From an optimization exercise on the open Yosys and OpenROAD flow, aimed at small area, a short achievable clock period and few clock cycles; shortcuts taken in it are not production practice.
At most, simulation tests tie the RTL to the original design; equivalence was not proved.
Function not checked in run 1: the RTL went through the layout flow alone.
Power and IR drop assume default switching activity.

## flow/design.v (module list and top-level ports; edited modules follow where they fit)
// module exponent: 3786 lines
// module exp_fa: 4 lines
// module exp_ha: 4 lines
module exponent (clock, reset_n, enable, x, a, p, ready);
  // ...
==> flow/run.sh <==
#!/bin/bash
# synth_recipe.tcl (not shown) runs the flow's synth.tcl, then flattens the netlist and writes it again
# the make line also repeats each setting of config.mk as NAME=value (left out here)
make -C /OpenROAD-flow-scripts/flow DESIGN_CONFIG=/design/flow/config.mk WORK_HOME=/design/flow/orfs CLKGATE_MAP_FILE= SYNTH_SCRIPT=/design/flow/synth_recipe.tcl finish
==> flow/config.mk <==
export PLATFORM = sky130hd
export DESIGN_NAME = exponent
export DESIGN_NICKNAME = exponent
export VERILOG_FILES = /design/flow/design.v
export SDC_FILE = /design/flow/constraint.sdc
export NUM_CORES = 4
export LEC_CHECK = 0
export CAP_MARGIN = 20
export CORE_MARGIN = 2
export CORE_UTILIZATION = 40
export PLACE_DENSITY = 0.6
export SETUP_SLACK_MARGIN = 3.5
export SLEW_MARGIN = 20
export SYNTH_HIERARCHICAL = 1
==> flow/constraint.sdc <==
create_clock -name core_clock -period 10.0 [get_ports {clock}]
set_input_delay 2.0000 -clock core_clock [delete_from_list [all_inputs] [get_ports {clock}]]
set_output_delay 2.0000 -clock core_clock [all_outputs]
set_load 0.01 [all_outputs]
==> flow_summary_export.csv, run 1 <==
group,metric,value,unit
final_layout,sh_seq_area,0.0903,
floorplan,chipHeight,234,µm
sta,fin_crit,6.44,ns
global_routing,grt_max_degree,62,
synthesis,netlist_instances,2123,
place,place_ws,2.40,ns
pwr,switchingPower,4.31,mW
min_path,min-delay-start,"e[15]",
outcome,status,"finished clean",
final_layout,nNonClkInverters,74,
sta,slew_viol_final,0,
route,wl_per_cell,26.0,µm
pwr,p_int,4.20,mW
pwr,sw_frac_of_total,0.506,
route,firstDrtPassIters,5,
final_layout,diodes,0,
floorplan,core,0.0524,mm²
sta,timing.final.hold_violations,0,
final_layout,n_all_buffers,279,
final_layout,multi_input_cells,1801,
final_layout,fillers,4794,
critical_path,cp-startpoint,"x[19]",
synthesis,synth-adder-area-share,0.563,
sta,rsz0062_at_grt,"true",
synthesis,yosysTopAreaCell,"fa_1",
synthesis,synth.area.top_cells,"fa_1 (50%), nor2_1 (12%), ha_1 (6.5%)",
pwr,peakVddDrop,0.623,mV
place,post_dp_cell_area,0.0229,mm²
place,place.gp.congestion,0.936,
pwr,power.density,341,mW/mm²
global_routing,grt_pass1_vias,19100,
synthesis,yosysTopAreaCellShare,0.498,
==> run 2: changes to the inputs <==
--- a/flow/design.v
+++ b/flow/design.v
@@ -1,22 +1,22 @@
 `timescale 1ps/1ps
 module exponent (clock, reset_n, enable, x, a, p, ready);
     input logic clock, reset_n, enable;
     input logic [31:0] x, a;
     output logic [31:0] p;
     output logic ready;
     logic [31:0] b;       
-    logic [30:0] e;       
+    logic [28:0] e;       
     logic busy;
     logic [31:0] np, nb;
     assign p = ~np;
     assign b = ~nb;
     wire [31:0] s = b | (x & {32{~busy}});
-    wire last = (e[30:1] == 31'd0);
+    wire last = (e[28:1] == 28'd0);
     wire keep = reset_n & (busy ? ~last : (ready & enable));
     wire a_ge32 = |a[31:5];
     wire a_ge16 = |a[31:4];
     wire a_ge11 = a_ge16 | (a[3] & (a[2] | (a[1] & a[0])));
     wire a_ge8 = |a[31:3];
     wire a_ge7 = a_ge8 | (&a[2:0]);
     wire a_ge6 = a_ge8 | (&a[2:1]);
     wire a_ge5 = a_ge8 | (a[2] & (a[1] | a[0]));
@@ -3759,17 +3759,17 @@
     assign pr[26] = pm_p0_26 ^ pm_g5_25;
     assign pr[27] = pm_p0_27 ^ pm_g5_26;
     assign pr[28] = pm_p0_28 ^ pm_g5_27;
     assign pr[29] = pm_p0_29 ^ pm_g5_28;
     assign pr[30] = pm_p0_30 ^ pm_g5_29;
     assign pr[31] = pm_p0_31 ^ pm_g5_30;
     always @(posedge clock) begin
         nb <= ~(sq & {32{keep}});
-        e <= busy ? (e >> 1) : a[31:1];
+        e <= busy ? (e >> 1) : a[29:1];
     end
     always @(posedge clock) begin
         if (!reset_n) begin
             busy <= 1'b0;
             ready <= 1'b0;
         end else if (busy) begin
             if (e[0]) np <= ~pr;
             if (last) begin
--- a/flow/config.mk
+++ b/flow/config.mk
@@ -7,8 +7,9 @@
 export LEC_CHECK = 0
 export CAP_MARGIN = 20
 export CORE_MARGIN = 2
 export CORE_UTILIZATION = 40
 export PLACE_DENSITY = 0.6
 export SETUP_SLACK_MARGIN = 3.5
 export SLEW_MARGIN = 20
 export SYNTH_HIERARCHICAL = 1
+export TNS_END_PERCENT = 100
==> run 2 against run 1 <==
  * Clock skew decreased by 0.0033 ns
  * Critical path depth increased by 2
  * Die area decreased by 0.27%
  * Synthesized cell count about the same
  * Combinational power decreased by 4.3%
  * Fmax decreased by 0.90%
  * Sequential cell count decreased by 2
  * Cell area increased by 1.8%
  * Wire length increased by 2.2%
  * Power decreased by 3.5%
  * Critical path type unchanged
  * Highest routed layer unchanged
==> flow_summary_export.csv, run 2 <==
group,metric,value,unit
min_path,hold_end,"e[9]",
place,io_buffers,99,
job,maxCapViolCount,0,
critical_path,reg2reg_slack,3.52,ns
synthesis,yosysTopAreaCellShare,0.499,
final_layout,regMostFlops,"np",
critical_path,critPathKind,"in -> reg",
sta,fin_skew,0.00792,ns
route,antenna_left,0,
sta,timing.final.hold_violations,0,
synthesis,yosysSeqAreaShare,0.104,
floorplan,core,0.0523,mm²
pwr,peakVddDrop,0.527,mV
floorplan,start_util,0.403,
sta,fin_crit,6.50,ns
critical_path,worstReg2RegEnd,"np[31]",
pwr,power.density,323,mW/mm²
floorplan,die-area,0.0546,mm²
clock_tree,cts_buffers,9,
clock_tree,clkLatencyLatePin,0.36,ns
min_path,hp-class,"reg -> reg",
synthesis,synth_ff_type,"dfxtp_1",
sta,slew_viol_final,0,
route,wl,78.5,mm
sta,worst_pin_slew,1.11,ns
clock_tree,clk_path_buf_depth,2,
critical_path,path_cells,"clkdlybuf4s15_1 -> a21boi_4 -> buf_12 -> inv_1 -> fa_1 -> fa_2 -> fa_2 -> fa_1 -> fa_1 -> ha_4 -> a21o_1 -> a21o_1 -> a21o_1 -> a21oi_2 -> inv_1 -> or3_1 -> o22ai_2 -> xnor2_1 -> nand2_1",
critical_path,crit_path_start_kind,"primary input",
clock_tree,cts_max_level,3,
synthesis,netlist_instances,2121,
critical_path,critPathSlowestCell,"fa_1",
floorplan,chipHeight,234,µm
synthesis,synth_area,0.0211,mm²
synthesis,synth-edff-count,32,
clock_tree,cts_tree,"yes",
critical_path,worstPathArrival,6.74,ns
place,post_dp_cell_area,0.0229,mm²
final_layout,layout_common_cells,"nor2_1 (683), fa_1 (490), buf_4 (132)",
critical_path,r2r_cells,17,
place,place.gp.congestion,0.993,
critical_path,slowest_delay,0.58,ns
sta,finalCritPeriodShare,0.650,
synthesis,synthArstFlopShare,0,
synthesis,yosys-top-cells-count,"nor2_1 (692), fa_1 (526), clkbuf_1 (121)",
critical_path,endpoint_kind,"flip-flop",
min_path,holdPathStages,1,
route,viasPerCell,5.92,
sta,slew_headroom,0.257,
clock_tree,cts_root_buf,"clkbuf_16",
global_routing,grt_max_degree,62,
synthesis,ys_seq_elements,94,
min_path,min-delay-start,"e[10]",
synthesis,yosysTopAreaCell,"fa_1",
route,vias,17600,
final_layout,reg_top3,"np: 32 flops, nb: 31 flops, e: 29 flops",
global_routing,grt_pass1_vias,19000,
final_layout,multi_input_area,0.0186,mm²
sta,hold_ws,0.489,ns
clock_tree,cts.sinks,94,
final_layout,area_growth,20.3,%
sta,rsz0062_at_grt,"true",
final_layout,diodes,0,
route,firstDrtPassIters,8,
sta,max_freq,154,MHz
global_routing,grtUsageTotal,0.292,
clock_tree,clkTransAtPathRegs,0.08,ns
final_layout,stdcell_area,0.0254,mm²
floorplan,pin_count,100,
place,dp_hpwl,53.5,mm
pwr,leakage,12.4,nW
synthesis,synth.most_common_cell,"nor2_1",
final_layout,drive_gt1_frac,0.167,
outcome,status,"finished clean",
route,drt_iter0_markers,1997,
critical_path,regToRegStartpoint,"np[17]",
critical_path,cp.required,10.25,ns
global_routing,antenna_found_initial,0,
synthesis,avgSynthCellArea,9.94,µm²
final_layout,largest_register_ffs,32,
global_routing,grt_overflow_total,0,
sta,finalSetupViolations,0,
critical_path,crit_path_max_fanout,4,
floorplan,num_rows,84,
final_layout,final_common_cell,"nor2_1",
global_routing,grt_first_pass_wirelength,118,mm
clock_tree,cts_hold_buf,0,
final_layout,finalNetCount,2979,
sta,setup_slack,3.50,ns
route,drc_errors,0,
synthesis,synth_warnings,7,
route,wl_per_cell,26.4,µm
pwr,p_total,8.21,mW
sta,tns,0,ns
place,place_ws,2.05,ns
synthesis,yosysUniqueCellTypes,64,
final_layout,fillers,4762,
final_layout,seq_area,0.00222,mm²
floorplan,die_w,234,µm
synthesis,synthesis.nets,2824,
synthesis,synth.area.top_cells,"fa_1 (50%), nor2_1 (12%), ha_1 (6.5%)",
[run 2: cell count changes after synthesis, moves of 4 or more]
cell	before	now
xor2_1	21	26
a21o_1	13	17
nor2b_1	5	13
o21a_1	10	5
[run 2: cells by family (layout without fill, tap and decap cells)]
logic type | count (synthesis) | count (layout) | share of synthesized area
buf+inv | 225 | 383 | 0.0421
xor+xnor | 127 | 127 | 0.0534
simple gates | 814 | 814 | 0.153
flops | 94 | 94 | 0.104
compound gates | 198 | 200 | 0.0678
fa+ha+maj | 636 | 636 | 0.565
mux | 27 | 27 | 0.0144
[run 2: critical path: cells and delay by family]
kind                       cells  cell delay, ns
AOI/OAI and AO/OA              6            0.99
xor gates and xnor gates       1            0.13
adders and majority gates      6            2.68
buffers and inverters          4            0.54
and+or+nand+nor                2            0.38
[run 2: worst max path at each step]
stage	startpoint	end	slack, ns
4_1_cts	x[0]	nb[31]	3.50
5_1_grt	np[17]	np[31]	3.34
3_3_place_gp	x[0]	nb[28]	2.15
6_report	x[12]	nb[31]	3.50
3_5_place_dp	x[0]	nb[27]	2.05
2_1_floorplan	x[19]	nb[31]	3.50
[run 2: power breakdown]
group / internal [mW] / leakage, nW / switching (mW)
registers: 0.441 / 0.783 / 0.0650
logic: 3.47 / 11.4 / 3.87
clock network: 0.195 / 0.154 / 0.172
[run 2: final cells by class]
cell class | instances | area share
Multi-Input combinational cell | 1804 | 0.734
Timing Repair Buffer | 295 | 0.122
Sequential cell | 94 | 0.0876
Tap cell | 688 | 0.0339
Inverter | 72 | 0.0107
Clock buffer | 11 | 0.0104
Clock inverter | 5 | 0.00168
[run 2: Yosys stat by module (local to each module, per instance)]
module / cell area, µm² / cells / flip-flops and latches / copies in the design
exp_ha: 12.5 / 1 / 0 / 54
exponent: 10000 / 1547 / 94 / 1
exp_fa: 20.0 / 1 / 0 / 520
[run 2: metrics by stage]
stage,utilization,std cells
after floorplan,-,2121
after global placement,0.437,2806
after detailed placement,0.437,2806
after CTS,0.471,2924
after global routing,0.485,2969
final,0.485,2969
[run 2: layer usage]
layer | GRT usage | share of wire | wire [µm] | vias up
met5 | 0 | 0 | 0 | -
li1 | - | - | - | 7039
met1 | 0.400 | 0.40 | 31200 | 9055
met4 | 0.119 | 0.042 | 3260 | 0
met2 | 0.445 | 0.44 | 34800 | 1284
met3 | 0.0712 | 0.12 | 9170 | 199
[run 2: repair_timing]
action,4_1_cts,5_1_grt
endpoints found under the setup margin,23,15
setup buffers,95,41
gates cloned,7,3
pin swaps,43,64
gates resized for setup,166,97
Testbench counts of run 2, summed over its fixed seeds: cycles 2,126.
==> run 3: changes to the inputs <==
--- a/flow/config.mk
+++ b/flow/config.mk
@@ -9,7 +9,6 @@
 export CORE_MARGIN = 2
 export CORE_UTILIZATION = 40
 export PLACE_DENSITY = 0.6
-export SETUP_SLACK_MARGIN = 3.5
+export SETUP_SLACK_MARGIN = 3.0
 export SLEW_MARGIN = 20
 export SYNTH_HIERARCHICAL = 1
-export TNS_END_PERCENT = 100
==> run 3 against run 2 <==
  * Still clean on timing, DRC and antenna
  * Worst setup slack worse by 0.56 ns
  * Critical endpoint unchanged
  * Core utilization is 3.0 points lower
  * Clock-buffer cell count is 2 lower
  * Area after synthesis stayed put
  * Final cell count is 3.3% lower
  * Power is 11% lower
  * Fmax is 8.0% lower
==> flow_summary_export.csv, run 3 <==
group,metric,value,unit
sta,worst_pin_slew,1.14,ns
route,viasPerCell,5.85,
route,drt_iter0_markers,1954,
clock_tree,cts_tree,"yes",
final_layout,final_util,0.455,
synthesis,yosysTopAreaCellShare,0.499,
critical_path,worstPathArrival,7.30,ns
route,wl_per_cell,25.6,µm
synthesis,yosys-top-cells-count,"nor2_1 (692), fa_1 (526), clkbuf_1 (121)",
floorplan,core,0.0523,mm²
global_routing,grt_pass1_vias,18100,
synthesis,yosysUniqueCellTypes,64,
clock_tree,cts_root_buf,"clkbuf_16",
critical_path,crit_path_max_fanout,4,
route,wl,73.3,mm
route,vias,16800,
clock_tree,cts_max_level,3,
synthesis,avgSynthCellArea,9.94,µm²
sta,tns,0,ns
sta,fin_crit,7.06,ns
route,antenna_left,0,
global_routing,grt_max_degree,62,
pwr,p_int,3.49,mW
synthesis,synth.area.top_cells,"fa_1 (50%), nor2_1 (12%), ha_1 (6.5%)",
place,dp.cells,2814,
sta,slew_headroom,0.243,
final_layout,area_growth,13.0,%
clock_tree,clkTransAtPathRegs,0.08,ns
pwr,switchingPower,3.79,mW
final_layout,regMostFlops,"np",
place,place_ws,2.00,ns
global_routing,grt_overflow_total,0,
sta,finalSetupViolations,0,
floorplan,die-area,0.0546,mm²
synthesis,synth_warnings,7,
route,firstDrtPassIters,7,
critical_path,cp.required,10.24,ns
pwr,combPwrFrac,0.883,
synthesis,synthArstFlopShare,0,
outcome,status,"finished clean",
final_layout,final_common_cell,"nor2_1",
sta,timing.final.hold_violations,0,
floorplan,num_rows,84,
clock_tree,clk_path_buf_depth,2,
clock_tree,cts.sinks,94,
critical_path,endpoint_kind,"flip-flop",
min_path,hp-class,"reg -> reg",
final_layout,drive_gt1_frac,0.0848,
pwr,p_seq_frac,0.068,
clock_tree,clkLatencyLatePin,0.36,ns
sta,finalCritPeriodShare,0.706,
pwr,peakVddDrop,0.575,mV
final_layout,diodes,0,
synthesis,synth-edff-count,32,
final_layout,reg_top3,"np: 32 flops, nb: 31 flops, e: 29 flops",
global_routing,grtUsageTotal,0.276,
synthesis,synthesis.nets,2824,
synthesis,yosysSeqAreaShare,0.104,
critical_path,crit_path_start_kind,"primary input",
synthesis,yosysTopAreaCell,"fa_1",
pwr,sw_frac_of_total,0.520,
final_layout,finalNetCount,2880,
pwr,leakage,11.7,nW
pwr,clkPwrFrac,0.049,
synthesis,netlist_instances,2121,
place,io_buffers,99,
clock_tree,cts_hold_buf,0,
job,maxCapViolCount,0,
floorplan,start_util,0.403,
sta,rsz0062_at_grt,"true",
sta,slew_viol_final,0,
pwr,p_total,7.28,mW
floorplan,die_w,234,µm
final_layout,largest_register_ffs,32,
floorplan,pin_count,100,
place,dp_hpwl,52.7,mm
final_layout,stdcell_count,2870,
route,drc_errors,0,
pwr,power.density,305,mW/mm²
sta,max_freq,142,MHz
critical_path,critPathKind,"in -> reg",
final_layout,layout_common_cells,"nor2_1 (691), fa_1 (523), ha_1 (110)",
synthesis,ys_seq_elements,94,
synthesis,synth_area,0.0211,mm²
sta,fin_skew,0.00951,ns
synthesis,synth.most_common_cell,"nor2_1",
synthesis,synth_ff_type,"dfxtp_1",
sta,setup_slack,2.94,ns
global_routing,grt_first_pass_wirelength,112,mm
floorplan,chipHeight,234,µm
place,place.gp.congestion,0.898,
global_routing,antenna_found_initial,1,
clock_tree,cts_buffers,9,
## run 3: cell counts after synthesis
Identical to the previous run, type by type.
## run 3: worst max-delay path: stages
cell and delay, ns:
clkdlybuf4s50_1 0.52, a21boi_4 0.28, buf_4 0.24, nor2_1 0.08, fa_1 0.47, fa_1 0.51
fa_1 0.42, fa_1 0.54, fa_1 0.42, ha_1 0.35, a21o_1 0.21, a21o_1 0.21
a21o_1 0.18, a21oi_1 0.14, inv_1 0.07, or3_1 0.30, o22ai_1 0.16, xnor2_1 0.14
nand2_1 0.07
## run 3: cells by family after synthesis
logic type	after synthesis	synth area share
simple gates	814	0.153
fa+ha+maj	636	0.565
buf+inv	225	0.0421
compound gates	198	0.0678
xor+xnor	127	0.0534
flops	94	0.104
mux	27	0.0144
## run 3: layer usage
| layer | routed length [µm] | up-vias | global-route usage |
|---|---|---|---|
| li1 | - | 6833 | - |
| met1 | 29000 | 8663 | 0.373 |
| met2 | 33200 | 1084 | 0.429 |
| met3 | 8040 | 222 | 0.0647 |
| met4 | 3060 | 0 | 0.109 |
| met5 | 0 | - | 0 |
## run 3: stage by stage
step / hold WS (ns) / cell area, µm²
6_report: 0.467 / 23800
2_1_floorplan: 0.429 / 21100
3_3_place_gp: 0.454 / 22800
4_1_cts: 0.470 / 23600
3_5_place_dp: 0.458 / 22800
5_1_grt: 0.487 / 23800
## run 3: final timing paths
path / from / to / slack (ns) / cells after the start
worst max register to register: np[15] / np[31] / 3.20 / 17
worst max-delay path: x[7] / nb[31] / 2.94 / 19
worst min-delay path: e[1] / e[0] / 0.47 / 2
worst min register to register: e[1] / e[0] / 0.47 / 2
## run 3: final cells by class
cell class	instances	area, µm²
clock buffers	9	225
clock inverters	7	91.3
fillers	4877	28500
inverters	72	272
multi-input cells	1802	18200
flip-flops and latches	94	2210
well taps	688	861
repair buffers	198	1980
## run 3: power by group through the flow
stage	clock network [mW]	logic, mW	registers, mW
CTS	0.360	6.30	0.493
global placement	0	6.04	0.501
detailed placement	0	6.09	0.502
floorplan	0	4.61	0.465
finish	0.356	6.42	0.496
global route	0.375	7.08	0.498
## run 3: what timing repair did
item / 4_1_cts / 5_1_grt
buffers inserted: 32 / 3
hold endpoints to repair: 0 / 0
cloned: 1 / 2
setup endpoints to repair: 12 / 12
pin swaps: 14 / 6
gates resized for setup: 55 / 14
## run 3: Yosys stat by module (local to each module, per instance)
module | cells | flops+latches | area [µm²]
exp_ha | 1 | 0 | 12.5
exponent | 1547 | 94 | 10000
exp_fa | 1 | 0 | 20.0
==> run 4: changes to the inputs <==
--- a/flow/config.mk
+++ b/flow/config.mk
@@ -9,6 +9,6 @@
 export CORE_MARGIN = 2
 export CORE_UTILIZATION = 40
 export PLACE_DENSITY = 0.6
-export SETUP_SLACK_MARGIN = 3.0
+export SETUP_SLACK_MARGIN = 3.75
 export SLEW_MARGIN = 20
 export SYNTH_HIERARCHICAL = 1
==> run 4 against run 3 <==
  * Highest routed layer unchanged
  * Clock skew rose by 0.0037 ns
  * Worst setup slack improved by 0.60 ns
  * Area after synthesis did not move
  * Core utilization grew 3.3 points
  * Die area stayed put
  * Still clean
==> flow_summary_export.csv, run 4 <==
group,metric,value,unit
outcome,status,"finished clean",
pwr,p_seq_frac,0.057,
synthesis,synth_area,0.0211,mm²
min_path,hp-class,"reg -> reg",
clock_tree,cts_max_level,3,
critical_path,worstReg2RegEnd,"np[31]",
final_layout,layout_common_cells,"nor2_1 (671), fa_1 (483), buf_4 (159)",
sta,finalCritPeriodShare,0.646,
final_layout,multi_input_area,0.0187,mm²
global_routing,grt_overflow_total,0,
sta,slew_headroom,0.357,
final_layout,area_growth,21.1,%
final_layout,regMostFlops,"np",
clock_tree,clk_path_buf_depth,2,
critical_path,reg2reg_slack,3.58,ns
clock_tree,clkTransAtPathRegs,0.08,ns
critical_path,worstPathArrival,6.71,ns
synthesis,netlist_instances,2121,
synthesis,yosysUniqueCellTypes,64,
final_layout,fillers,4729,
synthesis,yosysTopAreaCellShare,0.499,
sta,tns,0,ns
route,wl_per_cell,26.2,µm
sta,fin_crit,6.46,ns
route,wl,78.3,mm
place,io_buffers,99,
sta,slew_viol_final,0,
sta,hold_ws,0.490,ns
route,drt_iter0_markers,2027,
critical_path,critPathKind,"in -> reg",
clock_tree,cts_buffers,9,
floorplan,die_w,234,µm
pwr,clkPwrFrac,0.041,
global_routing,grtUsageTotal,0.295,
synthesis,synth-edff-count,32,
final_layout,final_common_cell,"nor2_1",
place,post_dp_cell_area,0.0229,mm²
synthesis,synth.most_common_cell,"nor2_1",
global_routing,grt_pass1_vias,19200,
sta,finalSetupViolations,0,
final_layout,finalNetCount,3002,
min_path,min-delay-start,"e[7]",
route,drc_errors,0,
critical_path,regToRegStartpoint,"nb[4]",
place,dp_hpwl,53.2,mm
pwr,leakage,12.4,nW
critical_path,critPathSlowestCell,"fa_1",
pwr,power.density,337,mW/mm²
route,firstDrtPassIters,7,
min_path,hold_end,"e[6]",
final_layout,reg_top3,"np: 32 flops, nb: 31 flops, e: 29 flops",
global_routing,grt_max_degree,63,
floorplan,pin_count,100,
pwr,sw_frac_of_total,0.495,
sta,fin_skew,0.0132,ns
sta,timing.final.hold_violations,0,
sta,worst_pin_slew,0.965,ns
critical_path,crit_path_start_kind,"primary input",
clock_tree,cts.sinks,94,
place,place.gp.congestion,0.969,
clock_tree,cts_root_buf,"clkbuf_16",
synthesis,yosys-top-cells-count,"nor2_1 (692), fa_1 (526), clkbuf_1 (121)",
clock_tree,cts_tree,"yes",
synthesis,avgSynthCellArea,9.94,µm²
synthesis,synthesis.nets,2824,
synthesis,yosysSeqAreaShare,0.104,
clock_tree,clkLatencyLatePin,0.37,ns
final_layout,largest_register_ffs,32,
synthesis,synth_ff_type,"dfxtp_1",
floorplan,num_rows,84,
synthesis,synth.area.top_cells,"fa_1 (50%), nor2_1 (12%), ha_1 (6.5%)",
route,antenna_left,0,
critical_path,cp.required,10.25,ns
min_path,holdPathStages,1,
sta,rsz0062_at_grt,"true",
critical_path,crit_path_max_fanout,4,
global_routing,antenna_found_initial,2,
floorplan,chipHeight,234,µm
critical_path,path_cells,"dlygate4sd2_1 -> a21boi_4 -> nor2_1 -> fa_1 -> fa_1 -> fa_1 -> fa_1 -> fa_1 -> ha_4 -> a21o_1 -> a21o_1 -> a21oi_2 -> inv_1 -> or3_1 -> o22ai_2 -> xnor2_1 -> nand2_1",
synthesis,synth_warnings,7,
synthesis,yosysTopAreaCell,"fa_1",
pwr,combPwrFrac,0.901,
critical_path,cp-startpoint,"x[24]",
final_layout,seq_area,0.00222,mm²
pwr,peakVddDrop,0.608,mV
final_layout,stdcell_area,0.0255,mm²
sta,max_freq,155,MHz
synthesis,synthArstFlopShare,0,
pwr,p_int,4.35,mW
critical_path,endpoint_kind,"flip-flop",
final_layout,drive_gt1_frac,0.190,
floorplan,core,0.0523,mm²
synthesis,ys_seq_elements,94,
route,vias,17600,
global_routing,grt_first_pass_wirelength,118,mm
critical_path,cp_common_cell,"fa_1",
route,viasPerCell,5.89,
floorplan,die-area,0.0546,mm²
floorplan,start_util,0.403,
job,maxCapViolCount,0,
pwr,switchingPower,4.27,mW
critical_path,r2r_cells,18,
critical_path,slowest_delay,0.59,ns
## run 4: cell types whose count changed in the layout (fill, tap and decap cells not counted), moves of 13 or more
cell,before,now
ha_1,110,97
buf_12,8,30
buf_2,0,15
fa_2,3,43
nor2_2,2,21
fa_1,523,483
buf_4,77,159
nor2_1,691,671
buf_6,7,24
## run 4: worst max-delay path: cells and delay by family
family,cells,cell delay (ns)
compound gates,5,0.88
xor+xnor,1,0.14
fa+ha+maj,6,2.77
buf+inv,2,0.42
simple gates,3,0.49
## run 4: final cells by class
class / instances / share of cell area
diodes: 2 / 0.000196
clock buffers: 9 / 0.00882
clock inverters: 7 / 0.00265
inverters: 72 / 0.0107
multi-input cells: 1804 / 0.734
flip-flops and latches: 94 / 0.0869
well taps: 688 / 0.0337
repair buffers: 318 / 0.123
## run 4: kinds of logic (layout without fill, tap and decap cells)
logic type / count (synthesis) / in the layout / share of synthesized area
AOI/OAI and AO/OA: 198 / 199 / 0.0678
muxes: 27 / 27 / 0.0144
xor gates and xnor gates: 127 / 127 / 0.0534
buffers and inverters: 225 / 406 / 0.0421
and+or+nand+nor: 814 / 815 / 0.153
other: 0 / 2 / 0
adders and majority gates: 636 / 636 / 0.565
DFF: 94 / 94 / 0.104
## run 4: power groups by stage
stage | registers [mW] | clock network [mW] | logic, mW
floorplan | 0.466 | 0 | 4.82
global placement | 0.509 | 0 | 6.20
detailed placement | 0.509 | 0 | 6.26
CTS | 0.492 | 0.359 | 7.20
global route | 0.496 | 0.371 | 8.49
finish | 0.494 | 0.357 | 7.76
## run 4: stage by stage
stage | util | total power, mW | instances | worst slack [ns]
final | 0.488 | 8.62 | 2994 | 3.54
after floorplan | - | 5.28 | 2121 | 3.53
after global placement | 0.438 | 6.70 | 2806 | 2.15
after CTS | 0.482 | 8.06 | 2979 | 3.52
after global routing | 0.488 | 9.35 | 2994 | 3.38
after detailed placement | 0.438 | 6.77 | 2806 | 2.17
## run 4: timing repair
item,in CTS,in global routing
setup endpoints to repair,28,25
pin swaps,69,42
buffers inserted,150,12
hold buffers,0,0
gates cloned,7,0
gates resized for setup,222,72
## run 4: worst max-delay path by stage
stage | cells after the start | endpoint
final | 17 | nb[31]
after global routing | 20 | nb[31]
after CTS | 19 | nb[31]
after detailed placement | 18 | nb[31]
after global placement | 18 | nb[31]
after floorplan | 18 | nb[31]
## run 4: per-layer routing
| metal | global-route usage | up-vias | wire (µm) |
|---|---|---|---|
| met5 | 0 | - | 0 |
| met4 | 0.142 | 0 | 4330 |
| met3 | 0.0645 | 274 | 8500 |
| met2 | 0.451 | 1179 | 34900 |
| met1 | 0.399 | 9099 | 30600 |
| li1 | - | 7082 | - |
## run 4: modules after synthesis, one instance, submodules excluded
| module | cells | flip-flops and latches | copies in the design |
|---|---|---|---|
| exp_fa | 1 | 0 | 520 |
| exp_ha | 1 | 0 | 54 |
| exponent | 1547 | 94 | 1 |
==> run 5: changes to the inputs <==
--- a/flow/config.mk
+++ b/flow/config.mk
@@ -7,8 +7,8 @@
 export LEC_CHECK = 0
 export CAP_MARGIN = 20
 export CORE_MARGIN = 2
-export CORE_UTILIZATION = 40
-export PLACE_DENSITY = 0.6
-export SETUP_SLACK_MARGIN = 3.75
+export CORE_UTILIZATION = 50
+export PLACE_DENSITY = 0.65
+export SETUP_SLACK_MARGIN = 3.5
 export SLEW_MARGIN = 20
 export SYNTH_HIERARCHICAL = 1
==> run 5 against run 4 <==
  * Cell area shrank 2.2%
  * Combinational power decreased by 5.7%
  * Worst setup slack got worse by 0.062 ns
  * Area after synthesis unchanged
  * First-iteration DRC count up 9.9%
  * Die area is 20% lower
  * Register-to-register slack improved by 0.08 ns
  * Clock-buffer cell count increased by 1
  * Via count rose by 1.3%
  * Synthesized cell count unchanged
  * Final cell count decreased by 6.0%
==> flow_summary_export.csv, run 5 <==
group,metric,value,unit
outcome,status,"finished clean",
critical_path,critPathKind,"in -> reg",
route,vias,17900,
synthesis,synth_area,0.0211,mm²
floorplan,start_util,0.505,
critical_path,cp.required,10.24,ns
sta,max_freq,153,MHz
synthesis,netlist_instances,2121,
synthesis,synthesis.nets,2824,
critical_path,cp_top_family,"adder cells",
min_path,hp-class,"reg -> reg",
final_layout,largest_register_ffs,32,
sta,finalSetupViolations,0,
synthesis,yosysTopAreaCellShare,0.499,
clock_tree,cts_tree,"yes",
critical_path,cp_common_cell,"fa_1",
synthesis,yosysUniqueCellTypes,64,
synthesis,synthArstFlopShare,0,
sta,setup_slack,3.48,ns
critical_path,regToRegStartpoint,"np[21]",
route,drc_errors,0,
clock_tree,clkTransAtPathRegs,0.07,ns
global_routing,grtUsageTotal,0.365,
pwr,p_seq_frac,0.060,
min_path,holdPathStages,1,
pwr,clkPwrFrac,0.042,
synthesis,synth.most_common_cell,"nor2_1",
synthesis,ys_seq_elements,94,
pwr,leakage,12.3,nW
pwr,p_int,4.00,mW
clock_tree,cts.sinks,94,
final_layout,reg_top3,"np: 32 flops, nb: 31 flops, e: 29 flops",
min_path,hold_end,"e[26]",
pwr,sw_frac_of_total,0.509,
place,dp.cells,2655,
critical_path,worstPathArrival,6.77,ns
job,maxCapViolCount,0,
critical_path,worstReg2RegEnd,"np[31]",
clock_tree,cts_max_level,3,
critical_path,critPathSlowestCell,"fa_1",
sta,fin_skew,0.0101,ns
critical_path,r2r_cells,16,
final_layout,finalNetCount,2972,
critical_path,crit_path_start_kind,"primary input",
critical_path,path_cells,"buf_6 -> a21boi_4 -> buf_12 -> buf_12 -> nor2_2 -> ha_1 -> fa_2 -> fa_1 -> fa_1 -> fa_1 -> ha_4 -> a21o_1 -> a2111oi_4 -> nand2_1 -> a31oi_4 -> o21ai_4 -> a211o_1 -> a31oi_2 -> xnor2_1 -> nand2_1",
synthesis,synth-edff-count,32,
final_layout,drive_gt1_frac,0.164,
floorplan,chipHeight,209,µm
pwr,switchingPower,4.15,mW
sta,worst_pin_slew,0.977,ns
synthesis,synth_warnings,7,
global_routing,antenna_found_initial,2,
route,viasPerCell,6.34,
critical_path,crit_path_max_fanout,5,
clock_tree,cts_buffers,9,
final_layout,final_common_cell,"nor2_1",
sta,hold_ws,0.485,ns
global_routing,grt_max_degree,63,
critical_path,reg2reg_slack,3.66,ns
route,firstDrtPassIters,6,
synthesis,synth_ff_type,"dfxtp_1",
clock_tree,clk_path_buf_depth,2,
critical_path,endpoint_kind,"flip-flop",
pwr,combPwrFrac,0.898,
place,place_ws,2.09,ns
synthesis,avgSynthCellArea,9.94,µm²
floorplan,pin_count,100,
synthesis,yosysTopAreaCell,"fa_1",
clock_tree,clkLatencyLatePin,0.37,ns
floorplan,num_rows,75,
synthesis,synth.area.top_cells,"fa_1 (50%), nor2_1 (12%), ha_1 (6.5%)",
place,place.gp.congestion,1.01,
route,drt_iter0_markers,2228,
critical_path,slowest_delay,0.55,ns
sta,tns,0,ns
route,antenna_left,0,
global_routing,grt_pass1_vias,19400,
global_routing,grt_overflow_total,0,
min_path,min-delay-start,"e[27]",
route,wl,78.0,mm
sta,slew_viol_final,0,
final_layout,layout_common_cells,"nor2_1 (684), fa_1 (483), buf_4 (131)",
pwr,power.density,326,mW/mm²
floorplan,core,0.0418,mm²
sta,finalCritPeriodShare,0.652,
floorplan,die_w,209,µm
synthesis,yosysSeqAreaShare,0.104,
sta,timing.final.hold_violations,0,
place,io_buffers,99,
floorplan,die-area,0.0438,mm²
final_layout,regMostFlops,"np",
synthesis,yosys-top-cells-count,"nor2_1 (692), fa_1 (526), clkbuf_1 (121)",
global_routing,grt_first_pass_wirelength,118,mm
final_layout,final_util,0.598,
final_layout,area_growth,18.5,%
sta,fin_crit,6.52,ns
pwr,peakVddDrop,0.626,mV
sta,slew_headroom,0.349,
route,wl_per_cell,27.7,µm
clock_tree,cts_root_buf,"clkbuf_16",
sta,rsz0062_at_grt,"true",
place,dp_hpwl,51.2,mm
critical_path,crit_buf_inv,3,
final_layout,stdcell_count,2815,
[run 5: cell types whose count changed in the layout (fill, tap and decap cells not counted), moves of 4 or more]
cell	before	now
buf_4	159	131
nor2_1	671	684
nor2_2	21	9
buf_6	24	17
clkbuf_2	2	7
dlygate4sd2_1	3	8
ha_4	11	6
dfxtp_1	54	58
ha_1	97	101
[run 5: power by group through the flow]
stage	clock network (mW)	registers, mW	logic [mW]
after global routing	0.359	0.487	7.97
after floorplan	0	0.465	4.73
after detailed placement	0	0.500	6.12
after CTS	0.345	0.483	6.68
after global placement	0	0.499	6.06
final	0.343	0.486	7.32
[run 5: worst max path at each step]
| stage | startpoint | end | slack [ns] | cells after the start |
|---|---|---|---|---|
| after floorplan | x[19] | nb[31] | 3.50 | 18 |
| after global placement | x[0] | nb[31] | 2.17 | 18 |
| after detailed placement | x[0] | nb[27] | 2.09 | 18 |
| after CTS | x[28] | nb[31] | 3.50 | 18 |
| after global routing | x[6] | nb[31] | 3.33 | 19 |
| final | x[0] | nb[28] | 3.48 | 20 |
[run 5: Yosys stat by module, one instance, submodules excluded]
module    flops+latches  copies in the design  area (µm²)
exp_ha                0                    54        12.5
exp_fa                0                   520        20.0
exponent             94                     1       10000
[run 5: cells by family (layout without fill, tap and decap cells)]
kind of cell | Yosys count | in the layout | share of synthesized area
other | 0 | 2 | 0
multiplexers | 27 | 27 | 0.0144
XOR/XNOR | 127 | 127 | 0.0534
AND/OR/NAND/NOR | 814 | 814 | 0.153
flip-flops | 94 | 94 | 0.104
adder cells (fa/ha/maj) | 636 | 636 | 0.565
buffers and inverters | 225 | 376 | 0.0421
AO/OA/AOI/OAI | 198 | 200 | 0.0678
[run 5: what timing repair did]
action,CTS,global route
hold buffers,0,0
cloned,9,1
pin swaps,46,32
resized for setup,157,97
buffers inserted,118,13
endpoints found under the setup margin,21,12
[run 5: layer usage]
layer | vias to the layer above | global-route usage | wire, µm | part of all wire
li1 | 7027 | - | - | -
met1 | 9114 | 0.484 | 29100 | 0.37
met2 | 1400 | 0.554 | 34700 | 0.44
met3 | 317 | 0.101 | 9670 | 0.12
met4 | 2 | 0.184 | 4550 | 0.058
met5 | - | 0 | 25 | 0.00032
[run 5: final cells by class]
class / count / area [µm²]
fill: 3484 / 16800
timing repair buffer: 288 / 2950
multi-input combinational: 1804 / 18600
clock buffer: 10 / 229
tap: 539 / 674
antenna: 2 / 5.00
clock inverter: 6 / 50.0
sequential: 94 / 2210
inverter: 72 / 273
[run 5: through the flow]
step / power (mW) / area, µm²
3_3_place_gp: 6.56 / 22700
4_1_cts: 7.51 / 24700
2_1_floorplan: 5.19 / 21400
6_report: 8.15 / 25000
3_5_place_dp: 6.62 / 22700
5_1_grt: 8.81 / 25000
[run 5: worst register-to-register path: stages (launching register included)]
cell and delay (ns):
edfxtp_1 0.80, nor2_1 0.15, fa_1 0.53, fa_1 0.49
fa_1 0.58, fa_1 0.45, fa_1 0.41, fa_1 0.56
fa_1 0.43, ha_1 0.35, a21o_1 0.19, a21o_1 0.19
a21oi_1 0.13, o21ai_1 0.14, a31o_2 0.30, xnor2_2 0.24
a22oi_1 0.11
==> run 6: changes to the inputs <==
--- a/flow/config.mk
+++ b/flow/config.mk
@@ -5,10 +5,11 @@
 export SDC_FILE = /design/flow/constraint.sdc
 export NUM_CORES = 4
 export LEC_CHECK = 0
+export ABC_AREA = 1
 export CAP_MARGIN = 20
 export CORE_MARGIN = 2
-export CORE_UTILIZATION = 50
-export PLACE_DENSITY = 0.65
+export CORE_UTILIZATION = 40
+export PLACE_DENSITY = 0.6
 export SETUP_SLACK_MARGIN = 3.5
 export SLEW_MARGIN = 20
 export SYNTH_HIERARCHICAL = 1
==> run 6 against run 5 <==
  * Largest cell class unchanged
  * Critical path depth fell by 1
  * Via count rose by 17%
  * Clock-buffer cell count did not move
  * Global-route usage fell by 7.4 points
  * Area after synthesis rose by 11%
  * Final cell count rose by 36%
  * Worst hold slack got worse by 0.032 ns
  * Critical path type unchanged
  * Sequential power rose by 2%
  * Still clean
  * Fmax rose by 1.8%
  * Power fell by 1.5%
  * Cell area rose by 9.6%
  * Critical endpoint is now nb[25]
==> flow_summary_export.csv, run 6 <==
group,metric,value,unit
global_routing,grt_overflow_total,0,
final_layout,area_growth,17.4,%
final_layout,largest_register_ffs,32,
global_routing,grt_max_degree,58,
synthesis,synth-adder-area-share,0.511,
final_layout,drive_gt1_frac,0.123,
synthesis,synthSimpleGateAreaFrac,0.229,
synthesis,synth.area.mux_share,0,
floorplan,num_rows,88,
sta,finalSetupViolations,0,
synthesis,synthesis.nets,3616,
floorplan,core,0.0577,mm²
synthesis,yosysSeqAreaShare,0.0945,
floorplan,die-area,0.0602,mm²
place,io_buffers,99,
global_routing,grt_pass1_vias,22000,
final_layout,fillers,5543,
sta,max_freq,156,MHz
global_routing,antenna_found_initial,5,
synthesis,yosysUniqueCellTypes,43,
synthesis,synth-edff-count,32,
outcome,status,"finished clean",
clock_tree,clk_path_buf_depth,2,
clock_tree,cts_root_buf,"clkbuf_16",
route,vias,20800,
final_layout,finalNetCount,3758,
global_routing,grt_first_pass_wirelength,133,mm
min_path,hp-class,"reg -> reg",
synthesis,synth_area,0.0233,mm²
synthesis,yosysTopAreaCellShare,0.452,
pwr,peakVddDrop,0.428,mV
critical_path,r2r_cells,20,
clock_tree,clkTransAtPathRegs,0.07,ns
route,antenna_left,0,
route,drc_errors,0,
sta,finalCritPeriodShare,0.641,
min_path,holdPathStages,2,
sta,fin_crit,6.41,ns
route,viasPerCell,5.44,
place,place.gp.congestion,0.931,
clock_tree,cts_max_level,3,
pwr,leakage,15.1,nW
final_layout,multi_input_area,0.0193,mm²
min_path,min-delay-start,"e[26]",
critical_path,worstReg2RegEnd,"np[31]",
critical_path,crit_path_max_fanout,6,
route,wl,85.5,mm
place,dp_hpwl,59.2,mm
synthesis,synth-xor-area-share,0.0191,
route,drt_iter0_markers,2042,
sta,timing.final.hold_violations,0,
clock_tree,cts_tree,"yes",
sta,fin_skew,0.0244,ns
synthesis,yosys-top-cells-count,"nand2_1 (637), nor2_1 (529), fa_1 (526)",
final_layout,regMostFlops,"np",
critical_path,worstPathArrival,6.63,ns
clock_tree,cts.sinks,94,
sta,slew_viol_final,0,
sta,tns,0,ns
synthesis,yosysTopAreaCell,"fa_1",
route,firstDrtPassIters,7,
clock_tree,clkLatencyLatePin,0.37,ns
synthesis,netlist_instances,2913,
synthesis,synth.area.top_cells,"fa_1 (45%), nand2_1 (10%), nor2_1 (8.5%)",
sta,worst_pin_slew,1.05,ns
final_layout,stdcell_area,0.0274,mm²
final_layout,reg_top3,"np: 32 flops, nb: 31 flops, e: 29 flops",
final_layout,seq_area,0.00222,mm²
synthesis,synth_ff_type,"dfxtp_1",
synthesis,synth_compound_area_frac,0.0460,
floorplan,chipHeight,245,µm
floorplan,pin_count,100,
pwr,power.density,293,mW/mm²
final_layout,final_common_cell,"nand2_1",
synthesis,synthArstFlopShare,0,
floorplan,die_w,245,µm
final_layout,layout_common_cells,"nand2_1 (623), nor2_1 (519), fa_1 (492)",
synthesis,avgSynthCellArea,8.00,µm²
final_layout,final_util,0.474,
floorplan,start_util,0.404,
clock_tree,cts_hold_buf,0,
critical_path,endpoint_kind,"flip-flop",
synthesis,ys_seq_elements,94,
place,post_dp_cell_area,0.0251,mm²
synthesis,synth.most_common_cell,"nand2_1",
min_path,hold_end,"e[25]",
critical_path,regToRegStartpoint,"np[11]",
route,wl_per_cell,22.3,µm
sta,rsz0062_at_grt,"true",
job,maxCapViolCount,0,
sta,slew_headroom,0.302,
critical_path,reg2reg_slack,3.76,ns
critical_path,crit_path_start_kind,"primary input",
synthesis,synth_warnings,7,
global_routing,grtUsageTotal,0.291,
critical_path,critPathKind,"in -> reg",
critical_path,cp.required,10.22,ns
synthesis,synth_top_family_by_area,"adder cells",
clock_tree,cts_buffers,9,
==> run 6: cell types whose count changed after synthesis, moves of 27 or more <==
cell | previous run | this run
nand2_1 | 45 | 637
inv_1 | 71 | 446
nor2_1 | 692 | 529
nand3_1 | 12 | 100
xnor2_1 | 100 | 18
o21ai_0 | 15 | 54
mux2_2 | 27 | 0
==> run 6: how the worst max path moves through the flow <==
stage                     startpoint      to  slack [ns]
after floorplan                 x[0]  nb[28]        3.50
after global placement         x[20]  nb[28]        2.15
after detailed placement       x[10]  nb[28]        2.07
after CTS                       x[1]  nb[28]        3.50
after global routing            x[6]  nb[31]        3.43
final                          x[11]  nb[25]        3.59
==> run 6: cells by family after synthesis <==
group,Yosys count
AND/OR/NAND/NOR,1337
adder cells (fa/ha/maj),636
buffers and inverters,613
AO/OA/AOI/OAI,184
flip-flops,94
XOR/XNOR,49
==> run 6: worst max-delay path, cell delays in order <==
cell,delay (ns)
dlygate4sd2_1,0.33
inv_1,0.11
o21ai_4,0.20
buf_6,0.19
buf_2,0.22
nand2_1,0.07
inv_1,0.07
fa_1,0.44
fa_1,0.45
fa_1,0.55
fa_1,0.43
ha_1,0.35
a21oi_2,0.21
o21ai_2,0.14
a211oi_4,0.34
a21boi_4,0.28
nor2_2,0.07
nand2_1,0.08
nand4_1,0.09
==> run 6: per-module statistics from Yosys, one instance, submodules excluded <==
module,cells,flops+latches,copies in the design,area [µm²]
exponent,2339,94,1,12200
exp_fa,1,0,520,20.0
exp_ha,1,0,54,12.5
==> run 6: cell type report <==
cell class | count | area share
Sequential cell | 94 | 0.0809
Antenna cell | 5 | 0.000457
Tap cell | 765 | 0.0350
Clock inverter | 6 | 0.00247
Inverter | 450 | 0.0623
Timing Repair Buffer | 293 | 0.103
Multi-Input combinational cell | 2206 | 0.706
Timing Repair inverter | 1 | 0.000320
Clock buffer | 10 | 0.00914
==> run 6: what timing repair did <==
item                       4_1_cts  5_1_grt
gates cloned                     6        0
buffers inserted               108       24
gates resized for setup        195       74
setup endpoints to repair       17       14
pin swaps                       65       54
==> run 6: layer usage <==
layer,track usage,up-vias,share of wire
met2,0.466,1238,0.46
met1,0.392,10400,0.40
li1,-,9003,-
met4,0.106,0,0.035
met5,0,-,0
met3,0.0584,206,0.098
==> run 6: power breakdown <==
group          internal [mW]  switching, mW  total [mW]
combinational           3.01           4.14        7.15
sequential             0.435         0.0600       0.495
clock                  0.193          0.180       0.373
total                   3.64           4.38        8.02
==> run 6: stage by stage <==
| stage | setup WS (ns) | power [mW] | instances | hold slack [ns] |
|---|---|---|---|---|
| after global placement | 2.15 | 6.23 | 3668 | 0.435 |
| after CTS | 3.50 | 7.51 | 3800 | 0.456 |
| after floorplan | 3.50 | 4.75 | 2913 | 0.423 |
| after detailed placement | 2.07 | 6.28 | 3670 | 0.443 |
| final | 3.59 | 8.02 | 3830 | 0.453 |
| after global routing | 3.43 | 8.83 | 3830 | 0.483 |
==> run 7: changes to the inputs <==
--- a/flow/config.mk
+++ b/flow/config.mk
@@ -5,7 +5,6 @@
 export SDC_FILE = /design/flow/constraint.sdc
 export NUM_CORES = 4
 export LEC_CHECK = 0
-export ABC_AREA = 1
 export CAP_MARGIN = 20
 export CORE_MARGIN = 2
 export CORE_UTILIZATION = 40
==> run 7 against run 6 <==
  * Still clean
  * Sequential cell count did not move
  * Via count shrank 16%
  * Combinational power up 3%
==> flow_summary_export.csv, run 7 <==
group,metric,value,unit
place,dp_hpwl,53.5,mm
final_layout,drive_gt1_frac,0.167,
synthesis,yosysSeqAreaShare,0.104,
clock_tree,clkLatencyLatePin,0.36,ns
place,io_buffers,99,
floorplan,start_util,0.403,
clock_tree,cts_tree,"yes",
route,antenna_left,0,
sta,fin_crit,6.50,ns
place,dp.cells,2806,
sta,finalSetupViolations,0,
global_routing,antenna_found_initial,0,
final_layout,reg_top3,"np: 32 flops, nb: 31 flops, e: 29 flops",
critical_path,cp.required,10.25,ns
global_routing,grt_overflow_total,0,
critical_path,cp.depth,19,
global_routing,grt_first_pass_wirelength,118,mm
final_layout,final_common_cell,"nor2_1",
synthesis,synth_ff_type,"dfxtp_1",
route,viasPerCell,5.92,
floorplan,die_w,234,µm
sta,timing.final.hold_violations,0,
critical_path,critPathKind,"in -> reg",
synthesis,yosys-top-cells-count,"nor2_1 (692), fa_1 (526), clkbuf_1 (121)",
route,met3WireLength,9.17,mm
clock_tree,cts_buffers,9,
global_routing,grt_pass1_vias,19000,
critical_path,worstPathArrival,6.74,ns
synthesis,synth.area.top_cells,"fa_1 (50%), nor2_1 (12%), ha_1 (6.5%)",
sta,fin_skew,0.00792,ns
critical_path,regToRegStartpoint,"np[17]",
synthesis,yosysTopAreaCell,"fa_1",
min_path,hp-class,"reg -> reg",
critical_path,path_cells,"clkdlybuf4s15_1 -> a21boi_4 -> buf_12 -> inv_1 -> fa_1 -> fa_2 -> fa_2 -> fa_1 -> fa_1 -> ha_4 -> a21o_1 -> a21o_1 -> a21o_1 -> a21oi_2 -> inv_1 -> or3_1 -> o22ai_2 -> xnor2_1 -> nand2_1",
synthesis,synth.most_common_cell,"nor2_1",
synthesis,synthArstFlopShare,0,
critical_path,cp-startpoint,"x[12]",
clock_tree,cts_root_buf,"clkbuf_16",
route,drt_iter0_markers,1997,
critical_path,cp-endpoint,"nb[31]",
critical_path,slowest_delay,0.58,ns
pwr,peakVddDrop,0.527,mV
final_layout,stdcell_count,2969,
synthesis,netlist_instances,2121,
route,top_layer,"met4",
outcome,status,"finished clean",
global_routing,grtUsageTotal,0.292,
synthesis,synth-edff-count,32,
sta,slew_viol_final,0,
route,wl_met1,31.2,mm
synthesis,synthesis.nets,2824,
final_layout,largest_register_ffs,32,
critical_path,r2r_cells,17,
final_layout,final_util,0.485,
final_layout,seq_area,0.00222,mm²
synthesis,yosysTopAreaCellShare,0.499,
route,wl_met2,34.8,mm
final_layout,layout_common_cells,"nor2_1 (683), fa_1 (490), buf_4 (132)",
synthesis,synth_area,0.0211,mm²
synthesis,yosysUniqueCellTypes,64,
floorplan,chipHeight,234,µm
clock_tree,clk_path_buf_depth,2,
sta,slew_headroom,0.257,
critical_path,crit_buf_inv,4,
final_layout,finalNetCount,2979,
route,wl_per_cell,26.4,µm
final_layout,diodes,0,
sta,finalCritPeriodShare,0.650,
synthesis,ys_seq_elements,94,
sta,tns,0,ns
place,place.gp.congestion,0.993,
sta,rsz0062_at_grt,"true",
pwr,leakage,12.4,nW
final_layout,multi_input_area,0.0186,mm²
floorplan,pin_count,100,
sta,worst_pin_slew,1.11,ns
critical_path,cp_top_family,"adder cells",
global_routing,grt_max_degree,62,
sta,hold_ws,0.489,ns
final_layout,regMostFlops,"np",
floorplan,core,0.0523,mm²
clock_tree,cts_max_level,3,
critical_path,reg2reg_slack,3.52,ns
final_layout,area_growth,20.3,%
synthesis,synth_warnings,7,
critical_path,worstReg2RegEnd,"np[31]",
floorplan,die-area,0.0546,mm²
route,vias,17600,
route,firstDrtPassIters,8,
critical_path,crit_path_start_kind,"primary input",
sta,max_freq,154,MHz
floorplan,num_rows,84,
route,wl,78.5,mm
final_layout,fillers,4762,
critical_path,crit_path_max_fanout,4,
clock_tree,cts.sinks,94,
pwr,power.density,323,mW/mm²
critical_path,critPathSlowestCell,"fa_1",
job,maxCapViolCount,0,
clock_tree,clkTransAtPathRegs,0.08,ns
critical_path,endpoint_kind,"flip-flop",
synthesis,avgSynthCellArea,9.94,µm²
route,drc_errors,0,
[run 7: cell types whose count changed in the layout (fill, tap and decap cells not counted), sizes merged, moves of 13 or more]
cell | previous run | this run
a21oi | 54 | 34
nor2 | 529 | 693
nand2 | 639 | 45
o21ai | 79 | 19
xnor2 | 20 | 100
a21boi | 6 | 34
a22oi | 0 | 25
nand3 | 100 | 12
mux2 | 0 | 27
nor2b | 0 | 13
nand3b | 25 | 1
a21o | 2 | 17
inv | 452 | 76
[run 7: worst min path at each step]
stage               slack (ns)  depth (start not counted)  start    to
floorplan                 0.43                          2   e[1]  e[0]
global placement          0.46                          2   e[1]  e[0]
detailed placement        0.47                          1  e[10]  e[9]
CTS                       0.49                          1  e[10]  e[9]
global route              0.50                          1  e[10]  e[9]
finish                    0.49                          1  e[10]  e[9]
[run 7: routing by layer]
metal	up-vias	global-route usage
met1	9055	0.400
met5	-	0
met4	0	0.119
met2	1284	0.445
li1	7039	-
met3	199	0.0712
[run 7: what timing repair did]
action / CTS / global route
hold buffers: 0 / 0
buffers inserted: 95 / 41
resized for setup: 166 / 97
endpoints found under the setup margin: 23 / 15
pin swaps: 43 / 64
cloned: 7 / 3
[run 7: power breakdown]
part	switching (mW)	total (mW)	internal, mW
clock	0.172	0.367	0.195
sequential	0.0650	0.507	0.441
combinational	3.87	7.33	3.47
total	4.10	8.21	4.10
[run 7: kinds of logic (layout without fill, tap and decap cells)]
| family | count (synthesis) | count (layout) | share of synthesized area |
|---|---|---|---|
| and+or+nand+nor | 814 | 814 | 0.153 |
| adders and majority gates | 636 | 636 | 0.565 |
| buffers and inverters | 225 | 383 | 0.0421 |
| AOI/OAI and AO/OA | 198 | 200 | 0.0678 |
| xor gates and xnor gates | 127 | 127 | 0.0534 |
| DFF | 94 | 94 | 0.104 |
| muxes | 27 | 27 | 0.0144 |
[run 7: per-module statistics from Yosys, one instance, submodules excluded]
| module | copies in the design | cell area, µm² |
|---|---|---|
| exponent | 1 | 10000 |
| exp_fa | 520 | 20.0 |
| exp_ha | 54 | 12.5 |
[run 7: cell type report]
type                    count  area share
repair buffers            295       0.122
inverters                  72      0.0107
flip-flops and latches     94      0.0876
clock inverters             5     0.00168
well taps                 688      0.0339
clock buffers              11      0.0104
multi-input cells        1804       0.734
[run 7: stage by stage]
step                total power, mW  cell area [µm²]  setup WS [ns]
floorplan                      5.19            21400           3.50
global placement               6.60            22900           2.15
detailed placement             6.65            22900           2.05
CTS                            7.71            24700           3.50
global route                   8.86            25400           3.34
finish                         8.21            25400           3.50
==> run 8: changes to the inputs <==
==> flow/flow/run.sh (new file) <==
#!/bin/bash
# The standard layout (standard.sh, unchanged synthesis), except that
# buffer_ports is told to use buf_2 for the port buffers instead of the
# delay-type buffer it picks on its own. Each step's output goes to its log.
set -euo pipefail
bash standard.sh synth > synth.log 2>&1
BUFFER_PORTS_ARGS="-buffer_cell sky130_fd_sc_hd__buf_2" bash standard.sh finish > finish.log 2>&1
==> flow/standard.sh (new file) <==
#!/bin/bash
# synth_recipe.tcl (not shown) runs the flow's synth.tcl, then flattens the netlist and writes it again
# the make line also repeats each setting of config.mk as NAME=value (left out here)
make -C /OpenROAD-flow-scripts/flow DESIGN_CONFIG=/design/flow/config.mk WORK_HOME=/design/flow/orfs CLKGATE_MAP_FILE= SYNTH_SCRIPT=/design/flow/synth_recipe.tcl "${@:-finish}"
--- a/flow/config.mk
+++ b/flow/config.mk
@@ -9,6 +9,6 @@
 export CORE_MARGIN = 2
 export CORE_UTILIZATION = 40
 export PLACE_DENSITY = 0.6
-export SETUP_SLACK_MARGIN = 3.5
+export SETUP_SLACK_MARGIN = 3.25
 export SLEW_MARGIN = 20
 export SYNTH_HIERARCHICAL = 1
removed: flow/run.sh
==> run 8 against run 7 <==
  * Still clean on timing, DRC and antenna
  * Clock-buffer cell count down 1
  * Worst setup slack worse by 0.14 ns
  * Via count shrank 3.1%
  * Sequential share of layout area up 0.59 points
  * Critical path depth is 1 higher
  * Power is 6.1% lower
  * Sequential power barely moved
  * Critical endpoint is now nb[28]
  * Largest cell class unchanged
==> flow_summary_export.csv, run 8 <==
group,metric,value,unit
sta,fin_crit,6.63,ns
route,firstDrtPassIters,6,
clock_tree,cts_max_level,3,
synthesis,netlist_instances,2121,
global_routing,grt_overflow_total,0,
route,drc_errors,0,
place,io_buffers,99,
final_layout,layout_common_cells,"nor2_1 (691), fa_1 (515), buf_4 (108)",
synthesis,ys_seq_elements,94,
job,maxCapViolCount,0,
synthesis,synth.most_common_cell,"nor2_1",
synthesis,avgSynthCellArea,9.94,µm²
clock_tree,cts_tree,"yes",
sta,fin_skew,0.0210,ns
critical_path,critPathKind,"in -> reg",
place,place.gp.congestion,0.923,
synthesis,yosysTopAreaCell,"fa_1",
critical_path,slowest_delay,0.57,ns
floorplan,die_w,234,µm
critical_path,cp.required,10.23,ns
min_path,hp-class,"reg -> reg",
synthesis,synth-edff-count,32,
critical_path,endpoint_kind,"flip-flop",
clock_tree,cts_buffers,9,
clock_tree,clk_path_buf_depth,2,
route,drt_iter0_markers,2092,
floorplan,num_rows,84,
synthesis,synth_top_family_by_area,"adder cells",
synthesis,synthesis.nets,2824,
floorplan,chipHeight,234,µm
synthesis,synth.area.top_cells,"fa_1 (50%), nor2_1 (12%), ha_1 (6.5%)",
final_layout,fillers,4892,
clock_tree,clkLatencyLatePin,0.36,ns
sta,finalCritPeriodShare,0.663,
sta,max_freq,151,MHz
pwr,leakage,11.8,nW
synthesis,synth_ff_type,"dfxtp_1",
place,dp_hpwl,53.0,mm
global_routing,grt_pass1_vias,18400,
critical_path,cp_top_family,"adder cells",
final_layout,area_growth,12.4,%
route,vias,17000,
critical_path,worstPathArrival,6.86,ns
sta,setup_slack,3.37,ns
pwr,power.density,325,mW/mm²
sta,rsz0062_at_grt,"true",
critical_path,path_cells,"buf_8 -> a21boi_4 -> buf_6 -> buf_12 -> nor2_1 -> ha_1 -> fa_1 -> fa_1 -> fa_1 -> fa_1 -> ha_4 -> a21o_1 -> a2111oi_2 -> nand2_1 -> a31oi_4 -> o21ai_4 -> a211o_1 -> a31oi_1 -> xnor2_1 -> nand2_1",
route,wl,74.2,mm
floorplan,start_util,0.403,
synthesis,synth_area,0.0211,mm²
critical_path,crit_path_start_kind,"primary input",
sta,slew_headroom,0.293,
synthesis,synth_compound_area_frac,0.0678,
synthesis,synth-xor-area-share,0.0534,
route,viasPerCell,5.86,
sta,timing.final.hold_violations,0,
synthesis,yosysUniqueCellTypes,64,
floorplan,core,0.0523,mm²
clock_tree,cts_root_buf,"clkbuf_16",
outcome,status,"finished clean",
route,antenna_left,0,
critical_path,reg2reg_slack,3.48,ns
final_layout,drive_gt1_frac,0.153,
synthesis,yosys-top-cells-count,"nor2_1 (692), fa_1 (526), clkbuf_1 (121)",
clock_tree,cts.sinks,94,
floorplan,pin_count,100,
final_layout,reg_top3,"np: 32 flops, nb: 31 flops, e: 29 flops",
global_routing,antenna_found_initial,0,
critical_path,cp_common_cell,"fa_1",
final_layout,finalNetCount,2916,
sta,finalSetupViolations,0,
final_layout,largest_register_ffs,32,
synthesis,synth-adder-area-share,0.565,
route,wl_per_cell,25.5,µm
global_routing,grt_first_pass_wirelength,113,mm
synthesis,synthArstFlopShare,0,
critical_path,critPathSlowestCell,"fa_1",
floorplan,die-area,0.0546,mm²
final_layout,final_common_cell,"nor2_1",
final_layout,diodes,0,
clock_tree,clkTransAtPathRegs,0.09,ns
sta,tns,0,ns
place,place_ws,2.52,ns
critical_path,crit_buf_inv,3,
synthesis,yosysSeqAreaShare,0.104,
synthesis,synth_warnings,7,
synthesis,synthSimpleGateAreaFrac,0.153,
synthesis,synth.area.mux_share,0.0144,
critical_path,crit_path_max_fanout,4,
global_routing,grt_max_degree,62,
synthesis,yosysTopAreaCellShare,0.499,
sta,worst_pin_slew,1.06,ns
final_layout,regMostFlops,"np",
sta,slew_viol_final,0,
pwr,peakVddDrop,0.436,mV
global_routing,grtUsageTotal,0.277,
run 8: cell types whose count changed in the layout (fill, tap and decap cells not counted), sizes merged:
cell and change:
clkdlybuf4s15 -2, inv -1, buf +26, dlygate4sd2 -6, clkinv +2, bufbuf -4
clkdlybuf4s50 -69, clkbuf -9
run 8: kinds of logic (layout without fill, tap and decap cells):
kind of cell               count (synthesis)  in the layout
DFF                                       94             94
xor gates and xnor gates                 127            127
muxes                                     27             27
AOI/OAI and AO/OA                        198            200
adders and majority gates                636            636
and+or+nand+nor                          814            814
buffers and inverters                    225            320
run 8: power breakdown:
part	total [mW]	switching (mW)	internal, mW
clock	0.355	0.172	0.183
combinational	6.84	3.75	3.09
sequential	0.510	0.0684	0.442
run 8: path summary, 6_finish.rpt:
check | depth (start not counted) | startpoint | endpoint
hold / removal | 1 | e[14] | e[13]
hold reg to reg | 1 | e[14] | e[13]
setup / recovery | 20 | x[0] | nb[28]
setup reg to reg | 17 | np[17] | np[31]
run 8: layout make-up:
class                           instances  area (µm²)  share of cell area
Timing Repair Buffer                  232        1740              0.0734
Tap cell                              688         861              0.0363
Clock inverter                          6        62.6             0.00264
Clock buffer                           10         239              0.0101
Inverter                               72         272              0.0115
Multi-Input combinational cell       1804       18300               0.773
Sequential cell                        94        2220              0.0935
run 8: stage by stage:
step | hold slack [ns] | instance area (µm²) | util | total power [mW] | cells
after floorplan | 0.429 | 21100 | - | 5.08 | 2121
after global placement | 0.450 | 22300 | 0.426 | 6.54 | 2813
after detailed placement | 0.467 | 22300 | 0.427 | 6.62 | 2814
after CTS | 0.474 | 23000 | 0.440 | 7.07 | 2861
after global routing | 0.494 | 23700 | 0.453 | 8.39 | 2906
final | 0.477 | 23700 | 0.453 | 7.70 | 2906
run 8: metal layers:
layer,part of all wire,wire length (µm),up-vias,track usage
li1,-,-,6909,-
met3,0.10,7470,183,0.0591
met1,0.40,29800,8846,0.379
met2,0.46,34000,1100,0.437
met4,0.038,2850,0,0.0971
met5,0,0,-,0
run 8: per-module statistics from Yosys, one instance, submodules excluded:
| module | cells | area (µm²) |
|---|---|---|
| exponent | 1547 | 10000 |
| exp_fa | 1 | 20.0 |
| exp_ha | 1 | 12.5 |
run 8: what timing repair did:
item	CTS	global route
hold buffers	0	0
buffers inserted	29	44
pin swaps	9	24
gates resized for setup	15	68
setup endpoints to repair	13	16
gates cloned	2	1
run 8: worst reg2reg max path: stages (launching register included):
cell	delay (ns)
edfxtp_1	0.88
nor2_1	0.17
fa_1	0.52
fa_1	0.44
fa_1	0.58
fa_1	0.44
fa_1	0.41
fa_1	0.55
fa_1	0.44
ha_1	0.37
a21o_1	0.19
a21o_1	0.18
a21o_1	0.18
a21oi_1	0.17
o21ai_2	0.15
a31o_2	0.33
xnor2_1	0.15
a22oi_1	0.09
==> run 9: changes to the inputs <==
--- a/flow/config.mk
+++ b/flow/config.mk
@@ -9,6 +9,6 @@
 export CORE_MARGIN = 2
 export CORE_UTILIZATION = 40
 export PLACE_DENSITY = 0.6
-export SETUP_SLACK_MARGIN = 3.25
+export SETUP_SLACK_MARGIN = 3.75
 export SLEW_MARGIN = 20
 export SYNTH_HIERARCHICAL = 1
==> run 9 against run 8 <==
  * Via count grew 0.48%
  * Area after synthesis is the same
  * Cell area grew 3.4%
  * First-iteration DRC count shrank 11%
  * Synthesized cell count is the same
  * Wire length grew 1.3%
  * Power grew 3.6%
  * Die area is the same
  * Clock-buffer cell count grew 2
  * Critical path depth shrank 1
  * Critical path type unchanged
==> flow_summary_export.csv, run 9 <==
group,metric,value,unit
place,place.gp.congestion,0.900,
critical_path,crit_path_start_kind,"primary input",
synthesis,synth_ff_type,"dfxtp_1",
sta,slew_headroom,0.146,
final_layout,finalNetCount,2939,
outcome,status,"finished clean",
final_layout,drive_gt1_frac,0.187,
synthesis,synth_warnings,7,
global_routing,grt_max_degree,63,
floorplan,chipHeight,234,µm
route,wl_per_cell,25.6,µm
critical_path,regToRegStartpoint,"busy",
sta,finalCritPeriodShare,0.651,
critical_path,endpoint_kind,"flip-flop",
floorplan,die_w,234,µm
synthesis,yosysTopAreaCellShare,0.499,
synthesis,yosys-top-cells-count,"nor2_1 (692), fa_1 (526), clkbuf_1 (121)",
synthesis,synth_area,0.0211,mm²
clock_tree,cts_hold_buf,0,
clock_tree,clkLatencyLatePin,0.35,ns
critical_path,crit_path_max_fanout,5,
floorplan,core,0.0523,mm²
critical_path,critPathSlowestCell,"fa_1",
critical_path,cp-endpoint,"nb[31]",
pwr,power.density,326,mW/mm²
sta,hold_ws,0.472,ns
synthesis,yosysSeqAreaShare,0.104,
critical_path,cp.required,10.23,ns
place,dp_hpwl,52.0,mm
sta,slew_viol_final,0,
final_layout,regMostFlops,"np",
critical_path,critPathKind,"in -> reg",
clock_tree,cts_root_buf,"clkbuf_16",
sta,fin_skew,0.00589,ns
sta,worst_pin_slew,1.27,ns
sta,finalSetupViolations,0,
clock_tree,cts_tree,"yes",
clock_tree,cts_buffers,9,
min_path,hp-class,"reg -> reg",
clock_tree,clk_path_buf_depth,2,
floorplan,start_util,0.403,
synthesis,synth.area.top_cells,"fa_1 (50%), nor2_1 (12%), ha_1 (6.5%)",
clock_tree,cts.sinks,94,
route,antenna_left,0,
pwr,leakage,12.1,nW
final_layout,largest_register_ffs,32,
clock_tree,cts_max_level,3,
synthesis,synthArstFlopShare,0,
critical_path,cp_common_cell,"xnor2_1",
synthesis,yosysUniqueCellTypes,64,
sta,tns,0,ns
synthesis,yosysTopAreaCell,"fa_1",
route,wl,75.1,mm
sta,rsz0062_at_grt,"true",
sta,fin_crit,6.51,ns
sta,timing.final.hold_violations,0,
route,drt_iter0_markers,1855,
synthesis,synthesis.nets,2824,
floorplan,die-area,0.0546,mm²
critical_path,worstReg2RegEnd,"nb[31]",
critical_path,reg2reg_slack,3.64,ns
synthesis,ys_seq_elements,94,
final_layout,reg_top3,"np: 32 flops, nb: 31 flops, e: 29 flops",
min_path,holdPathStages,2,
synthesis,synth.most_common_cell,"nor2_1",
place,io_buffers,99,
sta,max_freq,154,MHz
final_layout,area_growth,16.3,%
critical_path,worstPathArrival,6.73,ns
pwr,peakVddDrop,0.482,mV
synthesis,synth-edff-count,32,
## run 9: cell counts after synthesis
No cell type changed its count.
## run 9: routing by layer
layer / part of all wire / vias to the layer above / track usage / routed length, µm
met5: 0 / - / 0 / 0
met4: 0.036 / 0 / 0.0999 / 2740
met3: 0.11 / 187 / 0.0713 / 7960
met2: 0.46 / 1025 / 0.448 / 34200
met1: 0.40 / 8950 / 0.382 / 30200
li1: - / 6957 / - / -
## run 9: what timing repair did
action                                  CTS  global route
cloned                                    7             2
buffers inserted                         83            14
gates resized for setup                  92            50
pin swaps                                26            25
endpoints found under the setup margin   23            20
## run 9: layout make-up
| cell class | instances | area [µm²] |
|---|---|---|
| clock inverter | 4 | 53.8 |
| timing repair buffer | 257 | 2310 |
| multi-input combinational | 1802 | 18500 |
| fill | 4800 | 27800 |
| clock buffer | 12 | 258 |
| tap | 688 | 861 |
| antenna | 1 | 2.50 |
| sequential | 94 | 2230 |
| inverter | 72 | 273 |
## run 9: cells by family after synthesis
logic type	share of synthesized area
AOI/OAI and AO/OA	0.0678
xor gates and xnor gates	0.0534
adders and majority gates	0.565
buffers and inverters	0.0421
DFF	0.104
muxes	0.0144
and+or+nand+nor	0.153
## run 9: worst max-delay path: cells and delay by family
kind / cells / cell delay [ns]
buffers and inverters: 2 / 0.26
and+or+nand+nor: 1 / 0.06
AOI/OAI and AO/OA: 2 / 0.23
xor gates and xnor gates: 8 / 1.43
adders and majority gates: 6 / 2.74
## run 9: worst min-delay path by stage
stage                     endpoint  slack (ns)
final                         e[0]        0.47
after detailed placement      e[0]        0.46
after global placement        e[0]        0.45
after global routing          e[0]        0.50
after CTS                     e[0]        0.47
after floorplan               e[0]        0.43
## run 9: where the power goes
group          leakage (nW)  switching, mW  internal [mW]  total [mW]
combinational          11.1           3.78           3.32        7.10
sequential            0.783         0.0697          0.443       0.513
clock                 0.153          0.157          0.211       0.368
## run 9: per-module statistics from Yosys, one instance, submodules excluded
module    area (µm²)  flip-flops and latches  copies in the design  cells inside
exponent       10000                      94                     1          1547
exp_ha          12.5                       0                    54             1
exp_fa          20.0                       0                   520             1
## run 9: metrics by stage
stage	setup slack [ns]	power, mW	utilization	std cells	cell area [µm²]
2_1_floorplan	3.53	5.28	-	2121	21500
3_3_place_gp	2.67	6.67	0.429	2806	22400
3_5_place_dp	2.58	6.70	0.429	2806	22400
4_1_cts	3.56	7.70	0.462	2912	24200
5_1_grt	3.34	8.71	0.468	2929	24500
6_report	3.49	7.98	0.468	2930	24500

Check on run 9: ideal ports give 3.494 ns setup slack; a clkbuf_16 on the clock port and buf_2 on the inputs give 3.495 ns; moving port delays by the midpoint clock arrival (0.393 ns) as well gives 3.102 ns.
